Context: an optimization exercise on an open-source flow, tuned for small area, a short achievable clock period and few clock cycles. The choices shown serve that exercise and are no tape-out recipe. Function was checked by simulation only, so behaviour that the tests miss may differ from the original. Power and IR drop assume default switching activity.

==> flow/design.v (excerpt) <==
module CPU (
    input             Clk,
    input             Reset,
    input      [31:0] Input_Data,
    output     [31:0] Address,
    output     [31:0] Output_Data,
    output     [ 3:0] Write_Enable
);
  reg  [31:0] addr_r;      
  reg  [31:2] pc_r;        
  reg  [31:2] ir_r;        
  reg         ir_v;        
  reg  [31:0] dout_r;      
  reg  [ 3:0] we_r;        
  reg         ph1;         
  reg         ph2;         
  reg         m_load;      
  reg         m_cross;     
  reg  [ 4:0] m_rd;        
  reg  [ 2:0] m_f3;        
  reg  [ 3:0] m_we2;       
  reg  [ 1:0] m_off;       
  wire [31:0] ir = {ir_r, 2'b11};
  wire [ 4:0] opc = ir[6:2];
  wire [ 2:0] f3  = ir[14:12];
  wire [ 4:0] rd  = ir[11:7];
  wire op_lui    = (opc == 5'b01101);
  wire op_auipc  = (opc == 5'b00101);
  wire op_jal    = (opc == 5'b11011);
  wire op_jalr   = (opc == 5'b11001);
  wire op_branch = (opc == 5'b11000);
  wire op_load   = (opc == 5'b00000);
  wire op_store  = (opc == 5'b01000);
  wire op_imm    = (opc == 5'b00100);
  wire op_reg    = (opc == 5'b01100);
  wire [31:0] imm_i = {{20{ir[31]}}, ir[31:20]};
  wire [31:0] imm_s = {{20{ir[31]}}, ir[31:25], ir[11:7]};
  wire [31:0] imm_b = {{19{ir[31]}}, ir[31], ir[7], ir[30:25], ir[11:8], 1'b0};
  wire [31:0] imm_j = {{11{ir[31]}}, ir[31], ir[19:12], ir[20], ir[30:21], 1'b0};
  wire [31:0] imm_u = {ir[31:12], 12'h000};
  wire normal = ~ph1 & ~ph2;
  wire exec   = normal & ir_v;
  reg  [31:0] r_regs [1:31];
  wire        rf_we;
  wire [ 4:0] rf_wa;
  wire [31:0] rf_wd;
  reg  [31:0] wb_d;
  reg  [ 4:0] wb_rd;
  ...
Size in the first run: ~5700 cells after synthesis, roughly 0.065 sq mm of cells after synthesis.
==> flow/config.mk <==
export PLATFORM = sky130hd
export DESIGN_NAME = CPU
export DESIGN_NICKNAME = CPU
export VERILOG_FILES = /design/flow/design.v
export SDC_FILE = /design/flow/constraint.sdc
export NUM_CORES = 4
export LEC_CHECK = 0
export CAP_MARGIN = 20
export CORE_MARGIN = 2
export CORE_UTILIZATION = 45
export CTS_CLUSTER_DIAMETER = 80
export CTS_CLUSTER_SIZE = 22
export SLEW_MARGIN = 20
==> flow/constraint.sdc <==
create_clock -name core_clock -period 15.0 [get_ports {Clk}]
set_input_delay 3.0000 -clock core_clock [delete_from_list [all_inputs] [get_ports {Clk}]]
set_output_delay 3.0000 -clock core_clock [all_outputs]
set_load 0.01 [all_outputs]
standard.sh (not shown) runs the stock make flow with config.mk's settings and CLKGATE_MAP_FILE= SYNTH_SCRIPT=/design/flow/synth_recipe.tcl, a recipe that flattens the netlist after the stock synthesis.
==> flow/flow/run.sh <==
#!/bin/bash
set -euo pipefail
read -r MARGIN TNS < flow/repair.txt
DONT_USE=$(cat flow/dont_use.txt)
bash standard.sh SETUP_SLACK_MARGIN=$MARGIN TNS_END_PERCENT=$TNS MATCH_CELL_FOOTPRINT=0 \
  "DONT_USE_CELLS=$DONT_USE" finish > standard_flow.log 2>&1
==> flow/flow/dont_use.txt <==
DONT_USE_CELLS: sky130_fd_sc_hd__probe_p_8 sky130_fd_sc_hd__probec_p_8 sky130_fd_sc_hd__lpflow_bleeder_1 sky130_fd_sc_hd__lpflow_clkbufkapwr_1 sky130_fd_sc_hd__lpflow_clkbufkapwr_16 sky130_fd_sc_hd__lpflow_clkbufkapwr_2 sky130_fd_sc_hd__lpflow_clkbufkapwr_4 sky130_fd_sc_hd__lpflow_clkbufkapwr_8 sky130_fd_sc_hd__lpflow_clkinvkapwr_1 sky130_fd_sc_hd__lpflow_clkinvkapwr_16 sky130_fd_sc_hd__lpflow_clkinvkapwr_2 sky130_fd_sc_hd__lpflow_clkinvkapwr_4 sky130_fd_sc_hd__lpflow_clkinvkapwr_8 sky130_fd_sc_hd__lpflow_decapkapwr_12 sky130_fd_sc_hd__lpflow_decapkapwr_3 sky130_fd_sc_hd__lpflow_decapkapwr_4 sky130_fd_sc_hd__lpflow_decapkapwr_6 sky130_fd_sc_hd__lpflow_decapkapwr_8 sky130_fd_sc_hd__lpflow_inputiso0n_1 sky130_fd_sc_hd__lpflow_inputiso0p_1 sky130_fd_sc_hd__lpflow_inputiso1n_1 sky130_fd_sc_hd__lpflow_inputiso1p_1 sky130_fd_sc_hd__lpflow_inputisolatch_1 sky130_fd_sc_hd__lpflow_isobufsrc_1 sky130_fd_sc_hd__lpflow_isobufsrc_16 sky130_fd_sc_hd__lpflow_isobufsrc_2 sky130_fd_sc_hd__lpflow_isobufsrc_4 sky130_fd_sc_hd__lpflow_isobufsrc_8 sky130_fd_sc_hd__lpflow_isobufsrckapwr_16 sky130_fd_sc_hd__lpflow_lsbuf_lh_hl_isowell_tap_1 sky130_fd_sc_hd__lpflow_lsbuf_lh_hl_isowell_tap_2 sky130_fd_sc_hd__lpflow_lsbuf_lh_hl_isowell_tap_4 sky130_fd_sc_hd__lpflow_lsbuf_lh_isowell_4 sky130_fd_sc_hd__lpflow_lsbuf_lh_isowell_tap_1 sky130_fd_sc_hd__lpflow_lsbuf_lh_isowell_tap_2 sky130_fd_sc_hd__lpflow_lsbuf_lh_isowell_tap_4 sky130_fd_sc_hd__ha_1 sky130_fd_sc_hd__ha_2 sky130_fd_sc_hd__ha_4 sky130_fd_sc_hd__fa_1 sky130_fd_sc_hd__fa_2 sky130_fd_sc_hd__fa_4 sky130_fd_sc_hd__clkdlybuf4s15_1 sky130_fd_sc_hd__clkdlybuf4s15_2 sky130_fd_sc_hd__clkdlybuf4s18_1 sky130_fd_sc_hd__clkdlybuf4s18_2 sky130_fd_sc_hd__clkdlybuf4s25_1 sky130_fd_sc_hd__clkdlybuf4s25_2 sky130_fd_sc_hd__clkdlybuf4s50_1 sky130_fd_sc_hd__clkdlybuf4s50_2 sky130_fd_sc_hd__dlymetal6s2s_1 sky130_fd_sc_hd__dlymetal6s4s_1 sky130_fd_sc_hd__dlymetal6s6s_1
==> flow/flow/repair.txt <==
10.3 10
Testbench counts at the start, summed over its fixed seeds: cycles 128,057.
Rerun with:
--- a/flow/design.v
+++ b/flow/design.v
@@ -17,14 +17,17 @@
   reg         ph2;         
   reg         m_load;      
   reg         m_cross;     
   reg  [ 4:0] m_rd;        
   reg  [ 2:0] m_f3;        
   reg  [ 3:0] m_we2;       
   reg  [ 1:0] m_off;       
+  reg         d_reg;       
+  reg         d_sub;       
+  reg         d_sum, d_sh, d_xor, d_or, d_and;  
   wire [31:0] ir = {ir_r, 2'b11};
   wire [ 4:0] opc = ir[6:2];
   wire [ 2:0] f3  = ir[14:12];
   wire [ 4:0] rd  = ir[11:7];
   wire op_lui    = (opc == 5'b01101);
   wire op_auipc  = (opc == 5'b00101);
   wire op_jal    = (opc == 5'b11011);
@@ -60,18 +63,17 @@
     rs1 = {wb_d[31:16] & {16{ra_fw_h}}, wb_d[15:0] & {16{ra_fw}}};
     rs2 = {wb_d[31:16] & {16{rb_fw_h}}, wb_d[15:0] & {16{rb_fw}}};
     for (k = 1; k < 32; k = k + 1) begin
       rs1 = rs1 | (r_regs[k] & {{16{ra_oh_h[k]}}, {16{ra_oh[k]}}});
       rs2 = rs2 | (r_regs[k] & {{16{rb_oh_h[k]}}, {16{rb_oh[k]}}});
     end
   end
-  wire [31:0] opb = op_reg ? rs2 :
+  wire [31:0] opb = d_reg ? rs2 :
                     op_store ? imm_s : imm_i;
-  wire        sub = (op_reg & ir[30] & (f3 == 3'b000)) |
-                    ((op_reg | op_imm) & (f3[2:1] == 2'b01));
+  wire        sub = d_sub;
   wire [32:0] sum;
   add32 u_add (.a(rs1), .b(opb ^ {32{sub}}), .ci(sub), .s(sum));
   wire        ltu = ~sum[32];
   wire        lts = (rs1[31] ^ opb[31]) ? rs1[31] : sum[31];
   wire [ 4:0] shamt = opb[4:0];
   wire        sh_left = ~f3[2];
   reg  [31:0] sh_in;
@@ -144,21 +146,21 @@
   end
   wire ld_last = m_load & ((ph1 & ~m_cross) | ph2);
   wire wb_kind = op_lui | op_auipc | op_jal | op_jalr | op_imm | op_reg;
   wire wb_exec = exec & wb_kind;
   assign rf_we = wb_exec | ld_last;
   assign rf_wa = normal ? rd : m_rd;
   wire s_alu  = normal & (op_reg | op_imm);
-  wire s_sum  = s_alu & (f3 == 3'b000);
-  wire s_sh   = s_alu & (f3[1:0] == 2'b01);
+  wire s_sum  = normal & d_sum;
+  wire s_sh   = normal & d_sh;
   wire s_slt  = s_alu & (f3 == 3'b010);
   wire s_sltu = s_alu & (f3 == 3'b011);
-  wire s_xor  = s_alu & (f3 == 3'b100);
-  wire s_or   = s_alu & (f3 == 3'b110);
-  wire s_and  = s_alu & (f3 == 3'b111);
+  wire s_xor  = normal & d_xor;
+  wire s_or   = normal & d_or;
+  wire s_and  = normal & d_and;
   wire s_pc   = normal & (op_lui | op_auipc);
   wire s_link = normal & (op_jal | op_jalr);
   wire s_ld   = ~normal;
   assign rf_wd = (sum[31:0]             & {32{s_sum}})  |
                  (sh_res                & {32{s_sh}})   |
                  {31'd0, (lts & s_slt) | (ltu & s_sltu)} |
                  ((rs1 ^ opb)           & {32{s_xor}})  |
@@ -199,18 +201,30 @@
     if (Reset)
       wb_v <= 1'b0;
     else
       wb_v <= rf_we & (rf_wa != 5'd0);
     wb_d  <= rf_wd;
     wb_rd <= rf_wa;
   end
+  wire [ 4:0] in_opc = Input_Data[6:2];
+  wire [ 2:0] in_f3  = Input_Data[14:12];
+  wire        in_reg = (in_opc == 5'b01100);
+  wire        in_alu = in_reg | (in_opc == 5'b00100);
   always @(posedge Clk) begin
     if (normal) begin
-      ir_r <= Input_Data[31:2];
-      pc_r <= addr_r[31:2];
+      ir_r  <= Input_Data[31:2];
+      pc_r  <= addr_r[31:2];
+      d_reg <= in_reg;
+      d_sub <= (in_reg & Input_Data[30] & (in_f3 == 3'b000)) |
+               (in_alu & (in_f3[2:1] == 2'b01));
+      d_sum <= in_alu & (in_f3 == 3'b000);
+      d_sh  <= in_alu & (in_f3[1:0] == 2'b01);
+      d_xor <= in_alu & (in_f3 == 3'b100);
+      d_or  <= in_alu & (in_f3 == 3'b110);
+      d_and <= in_alu & (in_f3 == 3'b111);
     end
   end
   always @(posedge Clk) begin
     if (Reset) begin
       addr_r  <= 32'h00000000;
       ir_v    <= 1'b0;
       we_r    <= 4'b0000;
The changed run went through all stages and came out clean.
Design area stays the same.
Final cell count rises by 0.46%.
Area after synthesis hardly moves.
Flip-flop and latch count rose by 7.
Maximum frequency shrinks by 1.3%.
Total power went up by 4.8%.
Wire length came out higher by 1.4%.
Via count stays flat.
Testbench counts after the change, summed over its fixed seeds: cycles 128,057.

-- separate check: timing with driven ports --
How much do the figures lean on ideal ports? The routed layouts below were timed once more, with nothing changed but the port constraints. Step 1 sets driving cells, clkbuf_16 on the clock port and buf_2 on the other inputs (assumed; they add their load-dependent delay and slew). Step 2, shift: input delay + t, output delay - t, t = (earliest + latest rising clock arrival at the registers) / 2. This alone moves slack from input paths to output paths. Slacks: no drivers / after step 1 / after step 2; pairs: no drivers / after step 1.
run | t, ns | setup slack, ns | worst setup path after step 2 | latest minus earliest clock arrival (ns) | worst register clock-pin slew, ns
the first run | 0.828 | 10.093 / 10.093 / 9.378 | input to register | 0.043 / 0.043 | 0.10 / 0.10
the second run | 0.817 | 10.027 / 10.027 / 9.337 | input to register | 0.072 / 0.072 | 0.10 / 0.10
After both steps every run listed still meets setup and hold. For the first run, which loses most, drivers alone change the setup slack by 0.000 ns; drivers and shift together by -0.715 ns.
